Context: an optimization exercise on an open-source flow, tuned for small area and a short achievable clock period. The choices shown serve that exercise and are no tape-out recipe. Function was checked by simulation only, so behaviour that the tests miss may differ from the original. Power is estimated from default activity; no workload was simulated.

==> flow/design.v (outline; a module is shown in full before it is edited, if it fits) <==
// module mmu_top: 17040 lines
// module prefix_add16: 3 lines
// module prefix_pg16: 37 lines
// module prefix_lo16: 24 lines
// module prefix_hi16: 21 lines
// module fa: 4 lines
module mmu_top(
    clk,
    active,
    datain,
    win,
    wwrite,
    maccout,
    wout,
    wwriteout,
    activeout,
    dataout
);
  // ...
==> flow/run.sh <==
#!/bin/bash
# synth_recipe.tcl (not shown) runs the flow's synth.tcl, then flattens the netlist and writes it again
# the make line also repeats each setting of config.mk as NAME=value (left out here)
make -C /OpenROAD-flow-scripts/flow DESIGN_CONFIG=/design/flow/config.mk WORK_HOME=/design/flow/orfs CLKGATE_MAP_FILE= SYNTH_SCRIPT=/design/flow/synth_recipe.tcl finish
==> flow/config.mk <==
export PLATFORM = sky130hd
export DESIGN_NAME = mmu_top
export DESIGN_NICKNAME = mmu_top
export VERILOG_FILES = /design/flow/design.v
export SDC_FILE = /design/flow/constraint.sdc
export NUM_CORES = 4
export LEC_CHECK = 0
export CAP_MARGIN = 20
export CORE_MARGIN = 2
export CORE_UTILIZATION = 45
export SETUP_SLACK_MARGIN = 2.0
export SLEW_MARGIN = 20
export SYNTH_HIERARCHICAL = 1
==> flow/constraint.sdc <==
create_clock -name core_clock -period 5.5 [get_ports {clk}]
set_input_delay 1.1000 -clock core_clock [delete_from_list [all_inputs] [get_ports {clk}]]
set_output_delay 1.1000 -clock core_clock [all_outputs]
set_load 0.01 [all_outputs]
==> results.yml, run 1 <==
outcome:
  run_status: "no timing/DRC/antenna violations"
worst_setup_path:
  r2r-end: "r7c0_gq[10]$_DFFE_PP_"
  cpPeakStageDelay_ns: 0.57
  arrival_ns: 4.42
  cp.required_ns: 6.19
  r2r_cells: 10
pwr:
  power.group.top: "combinational logic"
  peakVddDrop_uv: 525
  pwr-share-clk_pct: 17.3
  pg_comb_w: 0.0742
  p_int_w: 0.0944
  comb_power_share_pct: 49.5
cts:
  root_buffer: "clkbuf_16"
  cts_buffer_depth: 4
  cts_setup_buffers: 39
min_path:
  worstHoldStart: "r7c6_d[4]$_DFF_P_"
detailed_routing:
  wl_met3_mm: 20.7
  wirelength_mm: 428
timing:
  timing.final.crit_share_pct: 67.7
  grt_setup_unrepaired: "true"
floorplanning:
  rows: 248
  die_h_um: 680
cells_and_area:
  drive_above_1_share_pct: 6.98
  bufAreaShareNonClock_pct: 2.38
job:
  drv_cap: 0
global_routing:
  antenna_found_initial: 15
synth:
  yosys_warnings: 7
placement:
  dpl.hpwl_mm: 327
==> run 2, diff against run 1 <==
--- a/flow/design.v
+++ b/flow/design.v
@@ -41,4 +41,20 @@
   end
-  wire r0c0_b0one = r0c0_w[0] ^ 1'b0;
-  wire r0c0_b0two = (r0c0_w[1] & ~r0c0_w[0] & ~1'b0) | (~r0c0_w[1] & r0c0_w[0] & 1'b0);
+  wire r0c0_ib0one = r0c0_wi[0] ^ 1'b0;
+  wire r0c0_ib0two = (r0c0_wi[1] & ~r0c0_wi[0] & ~1'b0) | (~r0c0_wi[1] & r0c0_wi[0] & 1'b0);
+  wire r0c0_ib1one = r0c0_wi[2] ^ r0c0_wi[1];
+  wire r0c0_ib1two = (r0c0_wi[3] & ~r0c0_wi[2] & ~r0c0_wi[1]) | (~r0c0_wi[3] & r0c0_wi[2] & r0c0_wi[1]);
+  wire r0c0_ib2one = r0c0_wi[4] ^ r0c0_wi[3];
+  wire r0c0_ib2two = (r0c0_wi[5] & ~r0c0_wi[4] & ~r0c0_wi[3]) | (~r0c0_wi[5] & r0c0_wi[4] & r0c0_wi[3]);
+  wire r0c0_ib3one = r0c0_wi[6] ^ r0c0_wi[5];
+  wire r0c0_ib3two = (r0c0_wi[7] & ~r0c0_wi[6] & ~r0c0_wi[5]) | (~r0c0_wi[7] & r0c0_wi[6] & r0c0_wi[5]);
+  reg r0c0_one0, r0c0_two0;
+  always @(posedge clk) if (r0c0_e) begin r0c0_one0 <= r0c0_ib0one; r0c0_two0 <= r0c0_ib0two; end
+  reg r0c0_one1, r0c0_two1;
+  always @(posedge clk) if (r0c0_e) begin r0c0_one1 <= r0c0_ib1one; r0c0_two1 <= r0c0_ib1two; end
+  reg r0c0_one2, r0c0_two2;
+  always @(posedge clk) if (r0c0_e) begin r0c0_one2 <= r0c0_ib2one; r0c0_two2 <= r0c0_ib2two; end
+  reg r0c0_one3, r0c0_two3;
+  always @(posedge clk) if (r0c0_e) begin r0c0_one3 <= r0c0_ib3one; r0c0_two3 <= r0c0_ib3two; end
+  wire r0c0_b0one = r0c0_one0;
+  wire r0c0_b0two = r0c0_two0;
   wire r0c0_b0neg = r0c0_w[1];
@@ -53,4 +69,4 @@
   wire r0c0_y0_8 = ((r0c0_b0one & r0c0_di[7]) | (r0c0_b0two & r0c0_di[7])) ^ r0c0_b0neg;
-  wire r0c0_b1one = r0c0_w[2] ^ r0c0_w[1];
-  wire r0c0_b1two = (r0c0_w[3] & ~r0c0_w[2] & ~r0c0_w[1]) | (~r0c0_w[3] & r0c0_w[2] & r0c0_w[1]);
+  wire r0c0_b1one = r0c0_one1;
+  wire r0c0_b1two = r0c0_two1;
   wire r0c0_b1neg = r0c0_w[3];
@@ -65,4 +81,4 @@
   wire r0c0_y1_8 = ((r0c0_b1one & r0c0_di[7]) | (r0c0_b1two & r0c0_di[7])) ^ r0c0_b1neg;
-  wire r0c0_b2one = r0c0_w[4] ^ r0c0_w[3];
-  wire r0c0_b2two = (r0c0_w[5] & ~r0c0_w[4] & ~r0c0_w[3]) | (~r0c0_w[5] & r0c0_w[4] & r0c0_w[3]);
+  wire r0c0_b2one = r0c0_one2;
+  wire r0c0_b2two = r0c0_two2;
   wire r0c0_b2neg = r0c0_w[5];
@@ -77,4 +93,4 @@
   wire r0c0_y2_8 = ((r0c0_b2one & r0c0_di[7]) | (r0c0_b2two & r0c0_di[7])) ^ r0c0_b2neg;
-  wire r0c0_b3one = r0c0_w[6] ^ r0c0_w[5];
-  wire r0c0_b3two = (r0c0_w[7] & ~r0c0_w[6] & ~r0c0_w[5]) | (~r0c0_w[7] & r0c0_w[6] & r0c0_w[5]);
+  wire r0c0_b3one = r0c0_one3;
+  wire r0c0_b3two = r0c0_two3;
   wire r0c0_b3neg = r0c0_w[7];
@@ -1811,4 +1827,20 @@
   end
-  wire r1c0_b0one = r1c0_w[0] ^ 1'b0;
-  wire r1c0_b0two = (r1c0_w[1] & ~r1c0_w[0] & ~1'b0) | (~r1c0_w[1] & r1c0_w[0] & 1'b0);
+  wire r1c0_ib0one = r1c0_wi[0] ^ 1'b0;
+  wire r1c0_ib0two = (r1c0_wi[1] & ~r1c0_wi[0] & ~1'b0) | (~r1c0_wi[1] & r1c0_wi[0] & 1'b0);
+  wire r1c0_ib1one = r1c0_wi[2] ^ r1c0_wi[1];
+  wire r1c0_ib1two = (r1c0_wi[3] & ~r1c0_wi[2] & ~r1c0_wi[1]) | (~r1c0_wi[3] & r1c0_wi[2] & r1c0_wi[1]);
+  wire r1c0_ib2one = r1c0_wi[4] ^ r1c0_wi[3];
+  wire r1c0_ib2two = (r1c0_wi[5] & ~r1c0_wi[4] & ~r1c0_wi[3]) | (~r1c0_wi[5] & r1c0_wi[4] & r1c0_wi[3]);
+  wire r1c0_ib3one = r1c0_wi[6] ^ r1c0_wi[5];
+  wire r1c0_ib3two = (r1c0_wi[7] & ~r1c0_wi[6] & ~r1c0_wi[5]) | (~r1c0_wi[7] & r1c0_wi[6] & r1c0_wi[5]);
+  reg r1c0_one0, r1c0_two0;
+  always @(posedge clk) if (r1c0_e) begin r1c0_one0 <= r1c0_ib0one; r1c0_two0 <= r1c0_ib0two; end
+  reg r1c0_one1, r1c0_two1;
+  always @(posedge clk) if (r1c0_e) begin r1c0_one1 <= r1c0_ib1one; r1c0_two1 <= r1c0_ib1two; end
+  reg r1c0_one2, r1c0_two2;
+  always @(posedge clk) if (r1c0_e) begin r1c0_one2 <= r1c0_ib2one; r1c0_two2 <= r1c0_ib2two; end
+  reg r1c0_one3, r1c0_two3;
+  always @(posedge clk) if (r1c0_e) begin r1c0_one3 <= r1c0_ib3one; r1c0_two3 <= r1c0_ib3two; end
+  wire r1c0_b0one = r1c0_one0;
+  wire r1c0_b0two = r1c0_two0;
   wire r1c0_b0neg = r1c0_w[1];
@@ -1823,4 +1855,4 @@
   wire r1c0_y0_8 = ((r1c0_b0one & r1c0_di[7]) | (r1c0_b0two & r1c0_di[7])) ^ r1c0_b0neg;
-  wire r1c0_b1one = r1c0_w[2] ^ r1c0_w[1];
-  wire r1c0_b1two = (r1c0_w[3] & ~r1c0_w[2] & ~r1c0_w[1]) | (~r1c0_w[3] & r1c0_w[2] & r1c0_w[1]);
+  wire r1c0_b1one = r1c0_one1;
+  wire r1c0_b1two = r1c0_two1;
   wire r1c0_b1neg = r1c0_w[3];
@@ -1835,4 +1867,4 @@
   wire r1c0_y1_8 = ((r1c0_b1one & r1c0_di[7]) | (r1c0_b1two & r1c0_di[7])) ^ r1c0_b1neg;
-  wire r1c0_b2one = r1c0_w[4] ^ r1c0_w[3];
-  wire r1c0_b2two = (r1c0_w[5] & ~r1c0_w[4] & ~r1c0_w[3]) | (~r1c0_w[5] & r1c0_w[4] & r1c0_w[3]);
+  wire r1c0_b2one = r1c0_one2;
+  wire r1c0_b2two = r1c0_two2;
   wire r1c0_b2neg = r1c0_w[5];
@@ -1847,4 +1879,4 @@
   wire r1c0_y2_8 = ((r1c0_b2one & r1c0_di[7]) | (r1c0_b2two & r1c0_di[7])) ^ r1c0_b2neg;
-  wire r1c0_b3one = r1c0_w[6] ^ r1c0_w[5];
-  wire r1c0_b3two = (r1c0_w[7] & ~r1c0_w[6] & ~r1c0_w[5]) | (~r1c0_w[7] & r1c0_w[6] & r1c0_w[5]);
+  wire r1c0_b3one = r1c0_one3;
+  wire r1c0_b3two = r1c0_two3;
   wire r1c0_b3neg = r1c0_w[7];
@@ -3947,4 +3979,20 @@
   end
-  wire r2c0_b0one = r2c0_w[0] ^ 1'b0;
-  wire r2c0_b0two = (r2c0_w[1] & ~r2c0_w[0] & ~1'b0) | (~r2c0_w[1] & r2c0_w[0] & 1'b0);
+  wire r2c0_ib0one = r2c0_wi[0] ^ 1'b0;
+  wire r2c0_ib0two = (r2c0_wi[1] & ~r2c0_wi[0] & ~1'b0) | (~r2c0_wi[1] & r2c0_wi[0] & 1'b0);
+  wire r2c0_ib1one = r2c0_wi[2] ^ r2c0_wi[1];
+  wire r2c0_ib1two = (r2c0_wi[3] & ~r2c0_wi[2] & ~r2c0_wi[1]) | (~r2c0_wi[3] & r2c0_wi[2] & r2c0_wi[1]);
+  wire r2c0_ib2one = r2c0_wi[4] ^ r2c0_wi[3];
+  wire r2c0_ib2two = (r2c0_wi[5] & ~r2c0_wi[4] & ~r2c0_wi[3]) | (~r2c0_wi[5] & r2c0_wi[4] & r2c0_wi[3]);
+  wire r2c0_ib3one = r2c0_wi[6] ^ r2c0_wi[5];
+  wire r2c0_ib3two = (r2c0_wi[7] & ~r2c0_wi[6] & ~r2c0_wi[5]) | (~r2c0_wi[7] & r2c0_wi[6] & r2c0_wi[5]);
+  reg r2c0_one0, r2c0_two0;
+  always @(posedge clk) if (r2c0_e) begin r2c0_one0 <= r2c0_ib0one; r2c0_two0 <= r2c0_ib0two; end
+  reg r2c0_one1, r2c0_two1;
+  always @(posedge clk) if (r2c0_e) begin r2c0_one1 <= r2c0_ib1one; r2c0_two1 <= r2c0_ib1two; end
+  reg r2c0_one2, r2c0_two2;
+  always @(posedge clk) if (r2c0_e) begin r2c0_one2 <= r2c0_ib2one; r2c0_two2 <= r2c0_ib2two; end
+  reg r2c0_one3, r2c0_two3;
+  always @(posedge clk) if (r2c0_e) begin r2c0_one3 <= r2c0_ib3one; r2c0_two3 <= r2c0_ib3two; end
+  wire r2c0_b0one = r2c0_one0;
+  wire r2c0_b0two = r2c0_two0;
   wire r2c0_b0neg = r2c0_w[1];
@@ -3959,4 +4007,4 @@
   wire r2c0_y0_8 = ((r2c0_b0one & r2c0_di[7]) | (r2c0_b0two & r2c0_di[7])) ^ r2c0_b0neg;
-  wire r2c0_b1one = r2c0_w[2] ^ r2c0_w[1];
-  wire r2c0_b1two = (r2c0_w[3] & ~r2c0_w[2] & ~r2c0_w[1]) | (~r2c0_w[3] & r2c0_w[2] & r2c0_w[1]);
+  wire r2c0_b1one = r2c0_one1;
+  wire r2c0_b1two = r2c0_two1;
   wire r2c0_b1neg = r2c0_w[3];
@@ -3971,4 +4019,4 @@
   wire r2c0_y1_8 = ((r2c0_b1one & r2c0_di[7]) | (r2c0_b1two & r2c0_di[7])) ^ r2c0_b1neg;
-  wire r2c0_b2one = r2c0_w[4] ^ r2c0_w[3];
-  wire r2c0_b2two = (r2c0_w[5] & ~r2c0_w[4] & ~r2c0_w[3]) | (~r2c0_w[5] & r2c0_w[4] & r2c0_w[3]);
+  wire r2c0_b2one = r2c0_one2;
+  wire r2c0_b2two = r2c0_two2;
   wire r2c0_b2neg = r2c0_w[5];
@@ -3983,4 +4031,4 @@
   wire r2c0_y2_8 = ((r2c0_b2one & r2c0_di[7]) | (r2c0_b2two & r2c0_di[7])) ^ r2c0_b2neg;
-  wire r2c0_b3one = r2c0_w[6] ^ r2c0_w[5];
-  wire r2c0_b3two = (r2c0_w[7] & ~r2c0_w[6] & ~r2c0_w[5]) | (~r2c0_w[7] & r2c0_w[6] & r2c0_w[5]);
+  wire r2c0_b3one = r2c0_one3;
+  wire r2c0_b3two = r2c0_two3;
   wire r2c0_b3neg = r2c0_w[7];
@@ -6099,4 +6147,20 @@
   end
-  wire r3c0_b0one = r3c0_w[0] ^ 1'b0;
-  wire r3c0_b0two = (r3c0_w[1] & ~r3c0_w[0] & ~1'b0) | (~r3c0_w[1] & r3c0_w[0] & 1'b0);
+  wire r3c0_ib0one = r3c0_wi[0] ^ 1'b0;
+  wire r3c0_ib0two = (r3c0_wi[1] & ~r3c0_wi[0] & ~1'b0) | (~r3c0_wi[1] & r3c0_wi[0] & 1'b0);
+  wire r3c0_ib1one = r3c0_wi[2] ^ r3c0_wi[1];
+  wire r3c0_ib1two = (r3c0_wi[3] & ~r3c0_wi[2] & ~r3c0_wi[1]) | (~r3c0_wi[3] & r3c0_wi[2] & r3c0_wi[1]);
+  wire r3c0_ib2one = r3c0_wi[4] ^ r3c0_wi[3];
+  wire r3c0_ib2two = (r3c0_wi[5] & ~r3c0_wi[4] & ~r3c0_wi[3]) | (~r3c0_wi[5] & r3c0_wi[4] & r3c0_wi[3]);
+  wire r3c0_ib3one = r3c0_wi[6] ^ r3c0_wi[5];
+  wire r3c0_ib3two = (r3c0_wi[7] & ~r3c0_wi[6] & ~r3c0_wi[5]) | (~r3c0_wi[7] & r3c0_wi[6] & r3c0_wi[5]);
+  reg r3c0_one0, r3c0_two0;
+  always @(posedge clk) if (r3c0_e) begin r3c0_one0 <= r3c0_ib0one; r3c0_two0 <= r3c0_ib0two; end
+  reg r3c0_one1, r3c0_two1;
+  always @(posedge clk) if (r3c0_e) begin r3c0_one1 <= r3c0_ib1one; r3c0_two1 <= r3c0_ib1two; end
+  reg r3c0_one2, r3c0_two2;
+  always @(posedge clk) if (r3c0_e) begin r3c0_one2 <= r3c0_ib2one; r3c0_two2 <= r3c0_ib2two; end
+  reg r3c0_one3, r3c0_two3;
+  always @(posedge clk) if (r3c0_e) begin r3c0_one3 <= r3c0_ib3one; r3c0_two3 <= r3c0_ib3two; end
+  wire r3c0_b0one = r3c0_one0;
+  wire r3c0_b0two = r3c0_two0;
   wire r3c0_b0neg = r3c0_w[1];
@@ -6111,4 +6175,4 @@
   wire r3c0_y0_8 = ((r3c0_b0one & r3c0_di[7]) | (r3c0_b0two & r3c0_di[7])) ^ r3c0_b0neg;
-  wire r3c0_b1one = r3c0_w[2] ^ r3c0_w[1];
-  wire r3c0_b1two = (r3c0_w[3] & ~r3c0_w[2] & ~r3c0_w[1]) | (~r3c0_w[3] & r3c0_w[2] & r3c0_w[1]);
+  wire r3c0_b1one = r3c0_one1;
+  wire r3c0_b1two = r3c0_two1;
   wire r3c0_b1neg = r3c0_w[3];
@@ -6123,4 +6187,4 @@
   wire r3c0_y1_8 = ((r3c0_b1one & r3c0_di[7]) | (r3c0_b1two & r3c0_di[7])) ^ r3c0_b1neg;
-  wire r3c0_b2one = r3c0_w[4] ^ r3c0_w[3];
-  wire r3c0_b2two = (r3c0_w[5] & ~r3c0_w[4] & ~r3c0_w[3]) | (~r3c0_w[5] & r3c0_w[4] & r3c0_w[3]);
+  wire r3c0_b2one = r3c0_one2;
+  wire r3c0_b2two = r3c0_two2;
   wire r3c0_b2neg = r3c0_w[5];
@@ -6135,4 +6199,4 @@
   wire r3c0_y2_8 = ((r3c0_b2one & r3c0_di[7]) | (r3c0_b2two & r3c0_di[7])) ^ r3c0_b2neg;
-  wire r3c0_b3one = r3c0_w[6] ^ r3c0_w[5];
-  wire r3c0_b3two = (r3c0_w[7] & ~r3c0_w[6] & ~r3c0_w[5]) | (~r3c0_w[7] & r3c0_w[6] & r3c0_w[5]);
+  wire r3c0_b3one = r3c0_one3;
+  wire r3c0_b3two = r3c0_two3;
   wire r3c0_b3neg = r3c0_w[7];
@@ -8244,4 +8308,20 @@
   end
-  wire r4c0_b0one = r4c0_w[0] ^ 1'b0;
-  wire r4c0_b0two = (r4c0_w[1] & ~r4c0_w[0] & ~1'b0) | (~r4c0_w[1] & r4c0_w[0] & 1'b0);
+  wire r4c0_ib0one = r4c0_wi[0] ^ 1'b0;
+  wire r4c0_ib0two = (r4c0_wi[1] & ~r4c0_wi[0] & ~1'b0) | (~r4c0_wi[1] & r4c0_wi[0] & 1'b0);
+  wire r4c0_ib1one = r4c0_wi[2] ^ r4c0_wi[1];
+  wire r4c0_ib1two = (r4c0_wi[3] & ~r4c0_wi[2] & ~r4c0_wi[1]) | (~r4c0_wi[3] & r4c0_wi[2] & r4c0_wi[1]);
+  wire r4c0_ib2one = r4c0_wi[4] ^ r4c0_wi[3];
+  wire r4c0_ib2two = (r4c0_wi[5] & ~r4c0_wi[4] & ~r4c0_wi[3]) | (~r4c0_wi[5] & r4c0_wi[4] & r4c0_wi[3]);
+  wire r4c0_ib3one = r4c0_wi[6] ^ r4c0_wi[5];
+  wire r4c0_ib3two = (r4c0_wi[7] & ~r4c0_wi[6] & ~r4c0_wi[5]) | (~r4c0_wi[7] & r4c0_wi[6] & r4c0_wi[5]);
+  reg r4c0_one0, r4c0_two0;
+  always @(posedge clk) if (r4c0_e) begin r4c0_one0 <= r4c0_ib0one; r4c0_two0 <= r4c0_ib0two; end
+  reg r4c0_one1, r4c0_two1;
+  always @(posedge clk) if (r4c0_e) begin r4c0_one1 <= r4c0_ib1one; r4c0_two1 <= r4c0_ib1two; end
+  reg r4c0_one2, r4c0_two2;
+  always @(posedge clk) if (r4c0_e) begin r4c0_one2 <= r4c0_ib2one; r4c0_two2 <= r4c0_ib2two; end
+  reg r4c0_one3, r4c0_two3;
+  always @(posedge clk) if (r4c0_e) begin r4c0_one3 <= r4c0_ib3one; r4c0_two3 <= r4c0_ib3two; end
+  wire r4c0_b0one = r4c0_one0;
+  wire r4c0_b0two = r4c0_two0;
   wire r4c0_b0neg = r4c0_w[1];
@@ -8256,4 +8336,4 @@
   wire r4c0_y0_8 = ((r4c0_b0one & r4c0_di[7]) | (r4c0_b0two & r4c0_di[7])) ^ r4c0_b0neg;
-  wire r4c0_b1one = r4c0_w[2] ^ r4c0_w[1];
-  wire r4c0_b1two = (r4c0_w[3] & ~r4c0_w[2] & ~r4c0_w[1]) | (~r4c0_w[3] & r4c0_w[2] & r4c0_w[1]);
+  wire r4c0_b1one = r4c0_one1;
+  wire r4c0_b1two = r4c0_two1;
   wire r4c0_b1neg = r4c0_w[3];
@@ -8268,4 +8348,4 @@
   wire r4c0_y1_8 = ((r4c0_b1one & r4c0_di[7]) | (r4c0_b1two & r4c0_di[7])) ^ r4c0_b1neg;
-  wire r4c0_b2one = r4c0_w[4] ^ r4c0_w[3];
-  wire r4c0_b2two = (r4c0_w[5] & ~r4c0_w[4] & ~r4c0_w[3]) | (~r4c0_w[5] & r4c0_w[4] & r4c0_w[3]);
+  wire r4c0_b2one = r4c0_one2;
+  wire r4c0_b2two = r4c0_two2;
   wire r4c0_b2neg = r4c0_w[5];
@@ -8280,4 +8360,4 @@
   wire r4c0_y2_8 = ((r4c0_b2one & r4c0_di[7]) | (r4c0_b2two & r4c0_di[7])) ^ r4c0_b2neg;
-  wire r4c0_b3one = r4c0_w[6] ^ r4c0_w[5];
-  wire r4c0_b3two = (r4c0_w[7] & ~r4c0_w[6] & ~r4c0_w[5]) | (~r4c0_w[7] & r4c0_w[6] & r4c0_w[5]);
+  wire r4c0_b3one = r4c0_one3;
+  wire r4c0_b3two = r4c0_two3;
   wire r4c0_b3neg = r4c0_w[7];
@@ -10417,4 +10497,20 @@
   end
-  wire r5c0_b0one = r5c0_w[0] ^ 1'b0;
-  wire r5c0_b0two = (r5c0_w[1] & ~r5c0_w[0] & ~1'b0) | (~r5c0_w[1] & r5c0_w[0] & 1'b0);
+  wire r5c0_ib0one = r5c0_wi[0] ^ 1'b0;
+  wire r5c0_ib0two = (r5c0_wi[1] & ~r5c0_wi[0] & ~1'b0) | (~r5c0_wi[1] & r5c0_wi[0] & 1'b0);
+  wire r5c0_ib1one = r5c0_wi[2] ^ r5c0_wi[1];
+  wire r5c0_ib1two = (r5c0_wi[3] & ~r5c0_wi[2] & ~r5c0_wi[1]) | (~r5c0_wi[3] & r5c0_wi[2] & r5c0_wi[1]);
+  wire r5c0_ib2one = r5c0_wi[4] ^ r5c0_wi[3];
+  wire r5c0_ib2two = (r5c0_wi[5] & ~r5c0_wi[4] & ~r5c0_wi[3]) | (~r5c0_wi[5] & r5c0_wi[4] & r5c0_wi[3]);
+  wire r5c0_ib3one = r5c0_wi[6] ^ r5c0_wi[5];
+  wire r5c0_ib3two = (r5c0_wi[7] & ~r5c0_wi[6] & ~r5c0_wi[5]) | (~r5c0_wi[7] & r5c0_wi[6] & r5c0_wi[5]);
+  reg r5c0_one0, r5c0_two0;
+  always @(posedge clk) if (r5c0_e) begin r5c0_one0 <= r5c0_ib0one; r5c0_two0 <= r5c0_ib0two; end
+  reg r5c0_one1, r5c0_two1;
+  always @(posedge clk) if (r5c0_e) begin r5c0_one1 <= r5c0_ib1one; r5c0_two1 <= r5c0_ib1two; end
+  reg r5c0_one2, r5c0_two2;
+  always @(posedge clk) if (r5c0_e) begin r5c0_one2 <= r5c0_ib2one; r5c0_two2 <= r5c0_ib2two; end
+  reg r5c0_one3, r5c0_two3;
+  always @(posedge clk) if (r5c0_e) begin r5c0_one3 <= r5c0_ib3one; r5c0_two3 <= r5c0_ib3two; end
+  wire r5c0_b0one = r5c0_one0;
+  wire r5c0_b0two = r5c0_two0;
   wire r5c0_b0neg = r5c0_w[1];
@@ -10429,4 +10525,4 @@
   wire r5c0_y0_8 = ((r5c0_b0one & r5c0_di[7]) | (r5c0_b0two & r5c0_di[7])) ^ r5c0_b0neg;
-  wire r5c0_b1one = r5c0_w[2] ^ r5c0_w[1];
-  wire r5c0_b1two = (r5c0_w[3] & ~r5c0_w[2] & ~r5c0_w[1]) | (~r5c0_w[3] & r5c0_w[2] & r5c0_w[1]);
+  wire r5c0_b1one = r5c0_one1;
+  wire r5c0_b1two = r5c0_two1;
   wire r5c0_b1neg = r5c0_w[3];
@@ -10441,4 +10537,4 @@
   wire r5c0_y1_8 = ((r5c0_b1one & r5c0_di[7]) | (r5c0_b1two & r5c0_di[7])) ^ r5c0_b1neg;
-  wire r5c0_b2one = r5c0_w[4] ^ r5c0_w[3];
-  wire r5c0_b2two = (r5c0_w[5] & ~r5c0_w[4] & ~r5c0_w[3]) | (~r5c0_w[5] & r5c0_w[4] & r5c0_w[3]);
+  wire r5c0_b2one = r5c0_one2;
+  wire r5c0_b2two = r5c0_two2;
   wire r5c0_b2neg = r5c0_w[5];
@@ -10453,4 +10549,4 @@
   wire r5c0_y2_8 = ((r5c0_b2one & r5c0_di[7]) | (r5c0_b2two & r5c0_di[7])) ^ r5c0_b2neg;
-  wire r5c0_b3one = r5c0_w[6] ^ r5c0_w[5];
-  wire r5c0_b3two = (r5c0_w[7] & ~r5c0_w[6] & ~r5c0_w[5]) | (~r5c0_w[7] & r5c0_w[6] & r5c0_w[5]);
+  wire r5c0_b3one = r5c0_one3;
+  wire r5c0_b3two = r5c0_two3;
   wire r5c0_b3neg = r5c0_w[7];
@@ -12569,4 +12665,20 @@
   end
-  wire r6c0_b0one = r6c0_w[0] ^ 1'b0;
-  wire r6c0_b0two = (r6c0_w[1] & ~r6c0_w[0] & ~1'b0) | (~r6c0_w[1] & r6c0_w[0] & 1'b0);
+  wire r6c0_ib0one = r6c0_wi[0] ^ 1'b0;
+  wire r6c0_ib0two = (r6c0_wi[1] & ~r6c0_wi[0] & ~1'b0) | (~r6c0_wi[1] & r6c0_wi[0] & 1'b0);
+  wire r6c0_ib1one = r6c0_wi[2] ^ r6c0_wi[1];
+  wire r6c0_ib1two = (r6c0_wi[3] & ~r6c0_wi[2] & ~r6c0_wi[1]) | (~r6c0_wi[3] & r6c0_wi[2] & r6c0_wi[1]);
+  wire r6c0_ib2one = r6c0_wi[4] ^ r6c0_wi[3];
+  wire r6c0_ib2two = (r6c0_wi[5] & ~r6c0_wi[4] & ~r6c0_wi[3]) | (~r6c0_wi[5] & r6c0_wi[4] & r6c0_wi[3]);
+  wire r6c0_ib3one = r6c0_wi[6] ^ r6c0_wi[5];
+  wire r6c0_ib3two = (r6c0_wi[7] & ~r6c0_wi[6] & ~r6c0_wi[5]) | (~r6c0_wi[7] & r6c0_wi[6] & r6c0_wi[5]);
+  reg r6c0_one0, r6c0_two0;
+  always @(posedge clk) if (r6c0_e) begin r6c0_one0 <= r6c0_ib0one; r6c0_two0 <= r6c0_ib0two; end
+  reg r6c0_one1, r6c0_two1;
+  always @(posedge clk) if (r6c0_e) begin r6c0_one1 <= r6c0_ib1one; r6c0_two1 <= r6c0_ib1two; end
+  reg r6c0_one2, r6c0_two2;
+  always @(posedge clk) if (r6c0_e) begin r6c0_one2 <= r6c0_ib2one; r6c0_two2 <= r6c0_ib2two; end
+  reg r6c0_one3, r6c0_two3;
+  always @(posedge clk) if (r6c0_e) begin r6c0_one3 <= r6c0_ib3one; r6c0_two3 <= r6c0_ib3two; end
+  wire r6c0_b0one = r6c0_one0;
+  wire r6c0_b0two = r6c0_two0;
   wire r6c0_b0neg = r6c0_w[1];
@@ -12581,4 +12693,4 @@
   wire r6c0_y0_8 = ((r6c0_b0one & r6c0_di[7]) | (r6c0_b0two & r6c0_di[7])) ^ r6c0_b0neg;
-  wire r6c0_b1one = r6c0_w[2] ^ r6c0_w[1];
-  wire r6c0_b1two = (r6c0_w[3] & ~r6c0_w[2] & ~r6c0_w[1]) | (~r6c0_w[3] & r6c0_w[2] & r6c0_w[1]);
+  wire r6c0_b1one = r6c0_one1;
+  wire r6c0_b1two = r6c0_two1;
   wire r6c0_b1neg = r6c0_w[3];
@@ -12593,4 +12705,4 @@
   wire r6c0_y1_8 = ((r6c0_b1one & r6c0_di[7]) | (r6c0_b1two & r6c0_di[7])) ^ r6c0_b1neg;
-  wire r6c0_b2one = r6c0_w[4] ^ r6c0_w[3];
-  wire r6c0_b2two = (r6c0_w[5] & ~r6c0_w[4] & ~r6c0_w[3]) | (~r6c0_w[5] & r6c0_w[4] & r6c0_w[3]);
+  wire r6c0_b2one = r6c0_one2;
+  wire r6c0_b2two = r6c0_two2;
   wire r6c0_b2neg = r6c0_w[5];
@@ -12605,4 +12717,4 @@
   wire r6c0_y2_8 = ((r6c0_b2one & r6c0_di[7]) | (r6c0_b2two & r6c0_di[7])) ^ r6c0_b2neg;
-  wire r6c0_b3one = r6c0_w[6] ^ r6c0_w[5];
-  wire r6c0_b3two = (r6c0_w[7] & ~r6c0_w[6] & ~r6c0_w[5]) | (~r6c0_w[7] & r6c0_w[6] & r6c0_w[5]);
+  wire r6c0_b3one = r6c0_one3;
+  wire r6c0_b3two = r6c0_two3;
   wire r6c0_b3neg = r6c0_w[7];
@@ -14750,4 +14862,20 @@
   end
-  wire r7c0_b0one = r7c0_w[0] ^ 1'b0;
-  wire r7c0_b0two = (r7c0_w[1] & ~r7c0_w[0] & ~1'b0) | (~r7c0_w[1] & r7c0_w[0] & 1'b0);
+  wire r7c0_ib0one = r7c0_wi[0] ^ 1'b0;
+  wire r7c0_ib0two = (r7c0_wi[1] & ~r7c0_wi[0] & ~1'b0) | (~r7c0_wi[1] & r7c0_wi[0] & 1'b0);
+  wire r7c0_ib1one = r7c0_wi[2] ^ r7c0_wi[1];
+  wire r7c0_ib1two = (r7c0_wi[3] & ~r7c0_wi[2] & ~r7c0_wi[1]) | (~r7c0_wi[3] & r7c0_wi[2] & r7c0_wi[1]);
+  wire r7c0_ib2one = r7c0_wi[4] ^ r7c0_wi[3];
+  wire r7c0_ib2two = (r7c0_wi[5] & ~r7c0_wi[4] & ~r7c0_wi[3]) | (~r7c0_wi[5] & r7c0_wi[4] & r7c0_wi[3]);
+  wire r7c0_ib3one = r7c0_wi[6] ^ r7c0_wi[5];
+  wire r7c0_ib3two = (r7c0_wi[7] & ~r7c0_wi[6] & ~r7c0_wi[5]) | (~r7c0_wi[7] & r7c0_wi[6] & r7c0_wi[5]);
+  reg r7c0_one0, r7c0_two0;
+  always @(posedge clk) if (r7c0_e) begin r7c0_one0 <= r7c0_ib0one; r7c0_two0 <= r7c0_ib0two; end
+  reg r7c0_one1, r7c0_two1;
+  always @(posedge clk) if (r7c0_e) begin r7c0_one1 <= r7c0_ib1one; r7c0_two1 <= r7c0_ib1two; end
+  reg r7c0_one2, r7c0_two2;
+  always @(posedge clk) if (r7c0_e) begin r7c0_one2 <= r7c0_ib2one; r7c0_two2 <= r7c0_ib2two; end
+  reg r7c0_one3, r7c0_two3;
+  always @(posedge clk) if (r7c0_e) begin r7c0_one3 <= r7c0_ib3one; r7c0_two3 <= r7c0_ib3two; end
+  wire r7c0_b0one = r7c0_one0;
+  wire r7c0_b0two = r7c0_two0;
   wire r7c0_b0neg = r7c0_w[1];
@@ -14762,4 +14890,4 @@
   wire r7c0_y0_8 = ((r7c0_b0one & r7c0_di[7]) | (r7c0_b0two & r7c0_di[7])) ^ r7c0_b0neg;
-  wire r7c0_b1one = r7c0_w[2] ^ r7c0_w[1];
-  wire r7c0_b1two = (r7c0_w[3] & ~r7c0_w[2] & ~r7c0_w[1]) | (~r7c0_w[3] & r7c0_w[2] & r7c0_w[1]);
+  wire r7c0_b1one = r7c0_one1;
+  wire r7c0_b1two = r7c0_two1;
   wire r7c0_b1neg = r7c0_w[3];
@@ -14774,4 +14902,4 @@
   wire r7c0_y1_8 = ((r7c0_b1one & r7c0_di[7]) | (r7c0_b1two & r7c0_di[7])) ^ r7c0_b1neg;
-  wire r7c0_b2one = r7c0_w[4] ^ r7c0_w[3];
-  wire r7c0_b2two = (r7c0_w[5] & ~r7c0_w[4] & ~r7c0_w[3]) | (~r7c0_w[5] & r7c0_w[4] & r7c0_w[3]);
+  wire r7c0_b2one = r7c0_one2;
+  wire r7c0_b2two = r7c0_two2;
   wire r7c0_b2neg = r7c0_w[5];
@@ -14786,4 +14914,4 @@
   wire r7c0_y2_8 = ((r7c0_b2one & r7c0_di[7]) | (r7c0_b2two & r7c0_di[7])) ^ r7c0_b2neg;
-  wire r7c0_b3one = r7c0_w[6] ^ r7c0_w[5];
-  wire r7c0_b3two = (r7c0_w[7] & ~r7c0_w[6] & ~r7c0_w[5]) | (~r7c0_w[7] & r7c0_w[6] & r7c0_w[5]);
+  wire r7c0_b3one = r7c0_one3;
+  wire r7c0_b3two = r7c0_two3;
   wire r7c0_b3neg = r7c0_w[7];
==> results.yml, run 2 <==
detailed_routing:
  drc: 0
  wl_per_cell_um: 19.7
  vias_per_cell: 4.88
  vias: 101000
  first_pass_iters: 6
  wirelength_mm: 408
  first_iter_violations: 6066
  antenna_left: 0
cts:
  numClockSinks: 3539
  cts_buffers: 386
  cts_buffer_depth: 4
  cts.clk_slew.worst_paths_ns: 0.06
  h-tree-depth: 5
  root_buffer: "clkbuf_16"
  cts_tree: "built"
  clkLatencyLatePin_ns: 0.97
synth:
  yosys_warnings: 7
  syn_inst: 14500
  syn_area_um2: 202000
  post_synth.cell_area_avg_um2: 14.0
floorplanning:
  rows: 246
  fp.dieW_um: 674
  ioPinCount: 410
  dieArea_um2: 455000
  core-area_um2: 448000
  initial_core_util_pct: 45.1
  die_h_um: 674
job:
  drv_cap: 0
worst_setup_path:
  cpPeakStageDelay_ns: 0.47
  arrival_ns: 2.44
  cp_slowest_cell: "edfxtp_1"
  path_buf_inv: 1
  critPathCaptureType: "output pin"
  worstSetupPathType: "reg2out"
  r2r_setup_slack_ns: 2.10
  cp-start-kind: "flop"
  worstSetupStartpoint: "r7c0_gq[3]$_DFFE_PP_"
  cp_top_family: "compound AO/OA/AOI/OAI gates"
  critPathMaxFanout: 4
  path_cells: "a211o_4 > a31oi_4 > xnor2_2 > buf_2"
  reg2reg_from: "r1c0_d[3]$_DFFE_PP_"
  r2r-end: "r1c1_m9_0$_DFFE_PP_"
  cp.required_ns: 4.40
  r2r_cells: 6
cells_and_area:
  final.fill_count: 38100
  instances_no_fill: 20800
  mostFrequentLayoutCells: "3542 x fa_1, 3258 x nand2_1, 2225 x edfxtp_1, 1295 x dfxtp_1, 1054 x inv_1"
  syn_to_final_growth_pct: 11.0
  nets: 18600
  layout_commonest_cell: "fa_1"
  multiInputGateArea_um2: 102000
  drive_above_1_share_pct: 6.45
  register_area_um2: 93200
global_routing:
  antenna_found_initial: 18
  first_global_vias: 111000
  grt_usage_pct: 18.2
  overflow: 0
  grt_pass1_wl_mm: 656
  grt_max_degree: 119
pwr:
  powerDensity_nw_per_um2: 672
  peakVddDrop_uv: 505
  leakage_nw: 85.0
placement:
  numPortBuffers: 409
  placed_cells: 20000
  place.gp.congestion: 0.819
  dpl.hpwl_mm: 312
timing:
  timing.final.crit_share_pct: 64.3
  skew_ns: 0.0600
  slew_headroom_pct: 32.3
  fin_setup_tns_ns: 0
  slew_violations: 0
  tightest_slew_ns: 1.02
  finalCriticalPeriod_ns: 3.54
  max_clock_freq_mhz: 283
  grt_setup_unrepaired: "true"
  finalSetupViolCount: 0
  hold_viol: 0
min_path:
  hold_class: "reg2reg"
  holdPathEnd: "r7c7_d[1]$_DFF_P_"
  hold_depth: 0
  worstHoldStart: "r7c6_d[1]$_DFF_P_"
outcome:
  run_status: "no timing/DRC/antenna violations"
-- run 2: worst max path at each step --
| stage | to | slack, ns | cells after the start |
|---|---|---|---|
| floorplan | r7c1_qm8_1$_DFF_P_ | 0.80 | 7 |
| global placement | r7c0_gq[10]$_DFFE_PP_ | 0.82 | 9 |
| detailed placement | r7c0_gq[10]$_DFFE_PP_ | 0.83 | 9 |
| CTS | maccout[15] | 1.83 | 4 |
| global route | maccout[15] | 1.87 | 4 |
| finish | maccout[15] | 1.96 | 4 |
-- run 2: report_power, final --
| part | total [W] | switching [W] | internal [W] |
|---|---|---|---|
| clock | 0.0266 | 0.0108 | 0.0158 |
| combinational | 0.0739 | 0.0387 | 0.0351 |
| sequential | 0.0506 | 0.00603 | 0.0445 |
| total | 0.151 | 0.0556 | 0.0955 |
-- run 2: stage by stage --
step | total power, W | utilization (%) | hold WS (ns) | worst slack (ns) | instance area, µm²
CTS | 0.153 | 50.1 | 0.325 | 1.83 | 224000
detailed placement | 0.126 | 47.0 | 0.313 | 0.833 | 211000
global placement | 0.124 | 47.0 | 0.312 | 0.819 | 211000
floorplan | 0.102 | - | 0.310 | 0.799 | 203000
finish | 0.151 | 50.1 | 0.324 | 1.96 | 225000
global route | 0.167 | 50.1 | 0.327 | 1.87 | 225000
-- run 2: timing repair --
| action | in CTS | in global routing |
|---|---|---|
| endpoints found under the setup margin | 28 | 19 |
| resized for setup | 71 | 14 |
| buffers inserted | 9 | 32 |
| pin swaps | 7 | 3 |
| hold buffers | 0 | 0 |
-- run 2: layout make-up --
cell class | count | share of cell area (%)
inverters | 1058 | 1.77
clock inverters | 212 | 1.05
diodes | 2 | 0.00223
multi-input cells | 9003 | 45.4
well taps | 5952 | 3.32
repair buffers | 473 | 2.07
flip-flops and latches | 3539 | 41.5
clock buffers | 514 | 4.86
-- run 2: metal layers --
metal,GRT usage (%),share of wire [%],vias to the layer above
met4,3.57,1.7,0
met1,29.2,51,52900
met2,26.5,42,2386
met3,2.63,4.9,496
met5,0,0,-
li1,-,-,45500
-- run 2: worst reg2reg max path: cells and delay by family (launching register included) --
family                     cells  cell delay [ns]
and+or+nand+nor                1             0.16
DFF                            1             0.63
adders and majority gates      5             2.35
==> run 3, diff against run 2 <==
--- a/flow/config.mk
+++ b/flow/config.mk
@@ -10,2 +10,4 @@
 export CORE_UTILIZATION = 45
+export CTS_CLUSTER_DIAMETER = 120
+export CTS_CLUSTER_SIZE = 24
 export SETUP_SLACK_MARGIN = 2.0
==> results.yml, run 3 <==
global_routing:
  overflow: 0
  grt_max_degree: 119
  grt_pass1_wl_mm: 647
  antenna_found_initial: 20
  first_global_vias: 109000
  grt_usage_pct: 18.0
cts:
  cts.clk_slew.worst_paths_ns: 0.10
  cts_tree: "built"
  numClockSinks: 3539
  h-tree-depth: 4
  cts_buffers: 173
  root_buffer: "clkbuf_16"
  clkLatencyLatePin_ns: 0.94
  cts_buffer_depth: 4
floorplanning:
  rows: 246
  die_h_um: 674
  core-area_um2: 448000
  initial_core_util_pct: 45.1
  fp.dieW_um: 674
  dieArea_um2: 455000
  ioPinCount: 410
worst_setup_path:
  worstSetupPathType: "reg2out"
  cp.required_ns: 4.40
  worstSetupStartpoint: "r7c0_gq[3]$_DFFE_PP_"
  cp-start-kind: "flop"
  critPathMaxFanout: 4
  arrival_ns: 2.41
  reg2reg_from: "r7c0_one1$_DFFE_PP_"
  critPathCaptureType: "output pin"
placement:
  pre_cts_slack_ns: 0.833
  dpl_cell_area_um2: 211000
  dpl.hpwl_mm: 312
  numPortBuffers: 409
  place.gp.congestion: 0.819
timing:
  fin_setup_tns_ns: 0
  whs_ns: 0.333
  hold_viol: 0
  max_clock_freq_mhz: 285
  postLayoutSetupSlackWorst_ns: 1.99
  finalSetupViolCount: 0
  grt_setup_unrepaired: "true"
  slew_headroom_pct: 32.2
  timing.final.crit_share_pct: 63.7
  tightest_slew_ns: 1.02
  finalCriticalPeriod_ns: 3.51
  slew_violations: 0
  skew_ns: 0.0534
job:
  drv_cap: 0
min_path:
  hold_class: "reg2reg"
  worstHoldStart: "r7c6_d[6]$_DFF_P_"
detailed_routing:
  wirelength_mm: 403
  first_pass_iters: 6
  vias_per_cell: 4.90
  drc: 0
  wl_per_cell_um: 19.8
  antenna_left: 0
  vias: 99600
  first_iter_violations: 6146
pwr:
  fin_total_pwr_w: 0.139
  leakage_nw: 81.0
  peakVddDrop_uv: 503
  powerDensity_nw_per_um2: 642
synth:
  yosys_warnings: 7
  syn_area_um2: 202000
  post_synth.cell_area_avg_um2: 14.0
  syn_inst: 14500
cells_and_area:
  syn_to_final_growth_pct: 7.02
  layout_commonest_cell: "fa_1"
  nets: 18400
  mostFrequentLayoutCells: "3542 x fa_1, 3258 x nand2_1, 2225 x edfxtp_1, 1298 x dfxtp_1, 1054 x inv_1"
  final_area_um2: 216000
  drive_above_1_share_pct: 3.62
outcome:
  run_status: "no timing/DRC/antenna violations"
==> run 3: final cells by class <==
cell class              instances  area (µm²)
fillers                     38800      232000
multi-input cells            9003      102000
flip-flops and latches       3539       93200
well taps                    5952        7450
clock buffers                 295        4880
repair buffers                471        4650
inverters                    1058        3970
clock inverters                17         265
diodes                          4        10.0
==> run 3: critical path: stages (launching register included) <==
cell	delay, ns
edfxtp_1	0.49
a211o_4	0.43
a31oi_4	0.22
xnor2_2	0.18
buf_2	0.18
==> run 3: layer usage <==
layer  GRT usage, %  routed length (µm)  vias up  part of all wire (%)
met3           2.02               17300      355                   4.3
li1               -                   -    44800                     -
met4           2.91                6220        0                   1.5
met1           29.4              208000    52300                    52
met2           26.3              171000     2126                    42
met5              0                   0        -                     0
==> run 3: where the power goes <==
group          internal, W  switching (W)  total (W)
logic               0.0351         0.0386     0.0737
registers           0.0444        0.00601     0.0504
clock network      0.00624        0.00853     0.0148
total               0.0857         0.0532      0.139
==> run 3: worst paths after layout <==
path	cells after the start	endpoint	slack, ns
worst max-delay path	4	maccout[15]	1.99
worst min-delay path	0	r7c7_d[6]$_DFF_P_	0.33
worst max register to register	8	r7c0_gq[10]$_DFFE_PP_	2.07
worst min register to register	0	r7c7_d[6]$_DFF_P_	0.33
==> run 3: through the flow <==
stage,cells,utilization (%)
finish,20300,48.3
global placement,20000,47.0
CTS,20300,48.2
global route,20300,48.3
floorplan,14500,-
detailed placement,20000,47.0
==> run 3: what timing repair did <==
item | 4_1_cts | 5_1_grt
pin swaps | 12 | 0
hold endpoints to repair | 0 | 0
setup buffers | 9 | 30
resized for setup | 74 | 4
setup endpoints to repair | 30 | 20
hold buffers | 0 | 0
==> run 4, diff against run 3 <==
--- a/flow/config.mk
+++ b/flow/config.mk
@@ -10,4 +10,4 @@
 export CORE_UTILIZATION = 45
-export CTS_CLUSTER_DIAMETER = 120
-export CTS_CLUSTER_SIZE = 24
+export CTS_CLUSTER_DIAMETER = 150
+export CTS_CLUSTER_SIZE = 30
 export SETUP_SLACK_MARGIN = 2.0
==> results.yml, run 4 <==
outcome:
  run_status: "no timing/DRC/antenna violations"
worst_setup_path:
  path_cells: "a211o_4 > a31oi_4 > xnor2_2 > buf_2"
  cp_top_family: "compound AO/OA/AOI/OAI gates"
  arrival_ns: 2.42
  worstSetupPathType: "reg2out"
  critPathMaxFanout: 4
  reg2reg_from: "r7c0_two3$_DFFE_PP_"
  critPathCaptureType: "output pin"
  cp.required_ns: 4.40
  cp-start-kind: "flop"
  cp_slowest_cell: "edfxtp_1"
  worstSetupStartpoint: "r7c0_gq[3]$_DFFE_PP_"
  path_buf_inv: 1
  cpPeakStageDelay_ns: 0.48
cts:
  cts_buffers: 142
  root_buffer: "clkbuf_16"
  cts_tree: "built"
  cts.clk_slew.worst_paths_ns: 0.12
  cts_buffer_depth: 4
  ctsHoldBuffers: 0
  numClockSinks: 3539
  clkLatencyLatePin_ns: 0.92
  h-tree-depth: 4
cells_and_area:
  nets: 18300
  layout_commonest_cell: "fa_1"
  mostFrequentLayoutCells: "3542 x fa_1, 3258 x nand2_1, 2225 x edfxtp_1, 1292 x dfxtp_1, 1054 x inv_1"
  drive_above_1_share_pct: 3.50
  final.fill_count: 38900
  syn_to_final_growth_pct: 6.61
timing:
  finalCriticalPeriod_ns: 3.52
  fin_setup_tns_ns: 0
  slew_headroom_pct: 32.7
  max_clock_freq_mhz: 284
  postLayoutSetupSlackWorst_ns: 1.98
  skew_ns: 0.0584
  hold_viol: 0
  tightest_slew_ns: 1.01
  slew_violations: 0
  grt_setup_unrepaired: "true"
  finalSetupViolCount: 0
  timing.final.crit_share_pct: 63.9
global_routing:
  grt_pass1_wl_mm: 646
  antenna_found_initial: 21
  grt_util_met1_pct: 29.4
  grt_max_degree: 119
  met3_usage_pct: 1.87
  grt_use_met2_pct: 26.2
  overflow: 0
  grt_usage_pct: 18.0
  busiest_layer: "met1"
  first_global_vias: 108000
detailed_routing:
  wirelength_mm: 402
  vias_per_cell: 4.90
  wl_per_cell_um: 19.8
  drc: 0
  first_iter_violations: 6354
  vias: 99400
  first_pass_iters: 5
  antenna_left: 0
floorplanning:
  initial_core_util_pct: 45.1
  ioPinCount: 410
  fp.dieW_um: 674
  die_h_um: 674
  rows: 246
  dieArea_um2: 455000
  core-area_um2: 448000
placement:
  pre_cts_slack_ns: 0.833
  numPortBuffers: 409
  dpl.hpwl_mm: 312
  place.gp.congestion: 0.819
synth:
  post_synth.cell_area_avg_um2: 14.0
  yosys_warnings: 7
  syn_inst: 14500
  syn_area_um2: 202000
pwr:
  leakage_nw: 80.7
  powerDensity_nw_per_um2: 638
  peakVddDrop_uv: 532
min_path:
  hold_class: "reg2reg"
  worstHoldStart: "r7c6_d[5]$_DFF_P_"
job:
  drv_cap: 0
-- run 4: cell types whose count changed in the layout (fill, tap and decap cells not counted), sizes merged --
cell and delta:
dlygate4sd2 -1, clkbuf -55, inv +1, buf +6
diode -1, bufinv -1, clkdlybuf4s15 +2, clkinvlp -2
clkinv -1
-- run 4: area by class of cell --
type                            instances  area, µm²  area share [%]
Multi-Input combinational cell       9003     102000            47.3
Sequential cell                      3539      93200            43.2
Tap cell                             5952       7450            3.45
Timing Repair Buffer                  477       4740            2.20
Clock buffer                          241       4040            1.87
Inverter                             1058       3970            1.84
Clock inverter                         14        186          0.0864
Antenna cell                            3       7.51         0.00348
-- run 4: metrics by stage --
step,area [µm²],utilization [%],total power [W],hold WS (ns),instances
global placement,211000,47.0,0.124,0.312,20000
global route,216000,48.1,0.153,0.339,20300
CTS,215000,48.0,0.140,0.329,20200
floorplan,203000,-,0.102,0.310,14500
finish,216000,48.1,0.138,0.328,20300
detailed placement,211000,47.0,0.126,0.313,20000
-- run 4: what timing repair did --
action	in CTS	in global routing
gates resized for setup	77	12
setup endpoints to repair	29	22
buffers inserted	10	35
pin swaps	6	4
-- run 4: path summary, 6_finish.rpt --
kind	end	slack, ns	cells past startpoint
max reg2reg	r7c0_gq[10]$_DFFE_PP_	2.10	8
min reg2reg	r7c7_d[5]$_DFF_P_	0.33	0
min	r7c7_d[5]$_DFF_P_	0.33	0
max	maccout[15]	1.98	4
-- run 4: routing by layer --
metal  vias to the layer above  wire (µm)
li1                      44700          -
met1                     52400     209000
met2                      2049     171000
met3                       297      16500
met4                         0       5860
met5                         -          0
-- run 4: power by group --
part | internal [W] | switching [W]
sequential | 0.0444 | 0.00600
clock | 0.00519 | 0.00818
combinational | 0.0351 | 0.0387
total | 0.0847 | 0.0529
==> run 5, diff against run 4 <==
--- a/flow/config.mk
+++ b/flow/config.mk
@@ -9,5 +9,5 @@
 export CORE_MARGIN = 2
-export CORE_UTILIZATION = 45
-export CTS_CLUSTER_DIAMETER = 150
-export CTS_CLUSTER_SIZE = 30
+export CORE_UTILIZATION = 55
+export CTS_CLUSTER_DIAMETER = 120
+export CTS_CLUSTER_SIZE = 24
 export SETUP_SLACK_MARGIN = 2.0
==> results.yml, run 5 <==
outcome:
  run_status: "no timing/DRC/antenna violations"
worst_setup_path:
  arrival_ns: 2.44
  r2r_setup_slack_ns: 2.11
  critPathMaxFanout: 4
  cpPeakStageDelay_ns: 0.47
  path_cells: "a211o_4 > buf_6 > a31oi_4 > xnor2_2 > buf_2"
  critPathCaptureType: "output pin"
  cp.required_ns: 4.40
  cp_top_family: "compound AO/OA/AOI/OAI gates"
  path_buf_inv: 2
  cp_slowest_cell: "edfxtp_1"
  cp-start-kind: "flop"
  worstSetupPathType: "reg2out"
detailed_routing:
  first_iter_violations: 7602
  antenna_left: 0
  vias: 102000
  vias_per_cell: 5.31
  wirelength_mm: 417
  wl_per_cell_um: 21.7
  drc: 0
  first_pass_iters: 6
placement:
  dpl.hpwl_mm: 325
  place.gp.congestion: 0.846
  placed_cells: 18800
  numPortBuffers: 409
cells_and_area:
  mostFrequentLayoutCells: "3541 x fa_1, 3258 x nand2_1, 2225 x edfxtp_1, 1290 x dfxtp_1, 1054 x inv_1"
  drive_above_1_share_pct: 3.74
  syn_to_final_growth_pct: 6.29
  instances_no_fill: 19200
  nets: 18400
  final.fill_count: 28500
  layout_commonest_cell: "fa_1"
timing:
  max_clock_freq_mhz: 282
  slew_headroom_pct: 32.1
  skew_ns: 0.0465
  hold_viol: 0
  finalCriticalPeriod_ns: 3.54
  slew_violations: 0
  tightest_slew_ns: 1.02
  timing.final.crit_share_pct: 64.5
  fin_setup_tns_ns: 0
  grt_setup_unrepaired: "true"
  finalSetupViolCount: 0
synth:
  syn_area_um2: 202000
  post_synth.cell_area_avg_um2: 14.0
  syn_inst: 14500
  yosys_warnings: 7
cts:
  cts_buffers: 170
  cts.clk_slew.worst_paths_ns: 0.10
  root_buffer: "clkbuf_16"
  cts_tree: "built"
  h-tree-depth: 4
  numClockSinks: 3539
  cts_buffer_depth: 4
  clkLatencyLatePin_ns: 0.92
global_routing:
  first_global_vias: 113000
  antenna_found_initial: 7
  grt_pass1_wl_mm: 672
  grt_usage_pct: 23.0
  overflow: 0
  grt_max_degree: 119
pwr:
  leakage_nw: 81.1
  peakVddDrop_uv: 603
  powerDensity_nw_per_um2: 663
floorplanning:
  ioPinCount: 410
  initial_core_util_pct: 55.3
  rows: 222
  dieArea_um2: 373000
  fp.dieW_um: 610
  core-area_um2: 366000
  die_h_um: 610
job:
  drv_cap: 0
min_path:
  hold_class: "reg2reg"
## run 5: final cells by class
class	instances	area (µm²)	share of cell area [%]
multi-input combinational	9003	102000	47.4
antenna	1	2.50	0.00116
sequential	3539	93200	43.3
inverter	1058	3970	1.85
tap	4816	6030	2.80
timing repair buffer	495	4860	2.26
clock buffer	297	4880	2.27
clock inverter	8	67.6	0.0314
## run 5: metrics by stage
step | total power [W] | hold WS (ns) | setup WS, ns | cell area (µm²) | util [%]
floorplan | 0.102 | 0.310 | 0.799 | 203000 | -
global placement | 0.127 | 0.315 | 0.758 | 209000 | 57.2
detailed placement | 0.130 | 0.315 | 0.795 | 209000 | 57.2
CTS | 0.144 | 0.338 | 1.82 | 215000 | 58.6
global route | 0.157 | 0.351 | 1.85 | 215000 | 58.8
finish | 0.143 | 0.336 | 1.96 | 215000 | 58.8
## run 5: path summary, 6_finish.rpt
path / cells after the start / to / start
min reg2reg: 0 / r7c7_d[5]$_DFF_P_ / r7c6_d[5]$_DFF_P_
max reg2reg: 6 / r1c4_m10_1$_DFFE_PP_ / r1c3_d[3]$_DFF_P_
min: 0 / r7c7_d[5]$_DFF_P_ / r7c6_d[5]$_DFF_P_
max: 5 / maccout[13] / r7c0_gq[3]$_DFFE_PP_
## run 5: repair_timing
action | in CTS | in global routing
buffers inserted | 11 | 59
gates resized for setup | 48 | 24
pin swaps | 1 | 9
hold buffers | 0 | 0
cloned | 0 | 0
setup endpoints to repair | 26 | 32
## run 5: routing by layer
layer | GRT usage, % | part of all wire (%) | up-vias
li1 | - | - | 44900
met1 | 37.9 | 50 | 53800
met2 | 33.6 | 43 | 2990
met3 | 2.80 | 5.5 | 356
met4 | 3.60 | 1.4 | 0
met5 | 0 | 0 | -
## run 5: worst reg2reg max path: cells and delay by family, from the launching register on
| kind | cells | cell delay, ns |
|---|---|---|
| simple gates | 1 | 0.15 |
| fa+ha+maj | 5 | 2.35 |
| flops | 1 | 0.62 |
## run 5: power breakdown
part	internal (W)	switching (W)	leakage [nW]
clock	0.00611	0.00829	2.36
combinational	0.0364	0.0411	45.7
sequential	0.0444	0.00626	33.0
total	0.0870	0.0556	81.1

-- what the ideal ports hide --
Ports are ideal in the flow. The routed layouts listed here were re-timed in OpenROAD. Step 1 sets driving cells, clkbuf_16 on the clock port and buf_2 on the other inputs (assumed; they add their load-dependent delay and slew). Step 2 adds t to the input delays and takes it off the output delays; t is the mean of the earliest and latest rising clock arrival at the registers after step 1. Input paths then give back, and output paths get back, about the clock's delay inside the block. Slacks: no drivers / after step 1 / after step 2; pairs: no drivers / after step 1.
run | t, ns | setup slack, ns | slew at the worst register clock pin (ns)
run 1 | 1.060 | 1.774 / 1.781 / 0.797 | 0.07 / 0.07
run 2 | 1.050 | 1.962 / 1.857 / 1.069 | 0.07 / 0.07
run 3 | 1.017 | 1.995 / 1.888 / 1.080 | 0.10 / 0.10
run 4 | 1.007 | 1.983 / 1.871 / 1.112 | 0.12 / 0.12
run 5 | 1.009 | 1.955 / 1.853 / 1.061 | 0.10 / 0.10
After both steps setup and hold are still met in every run listed. For run 1, which loses most, drivers alone change the setup slack by +0.007 ns; drivers and shift together by -0.977 ns.
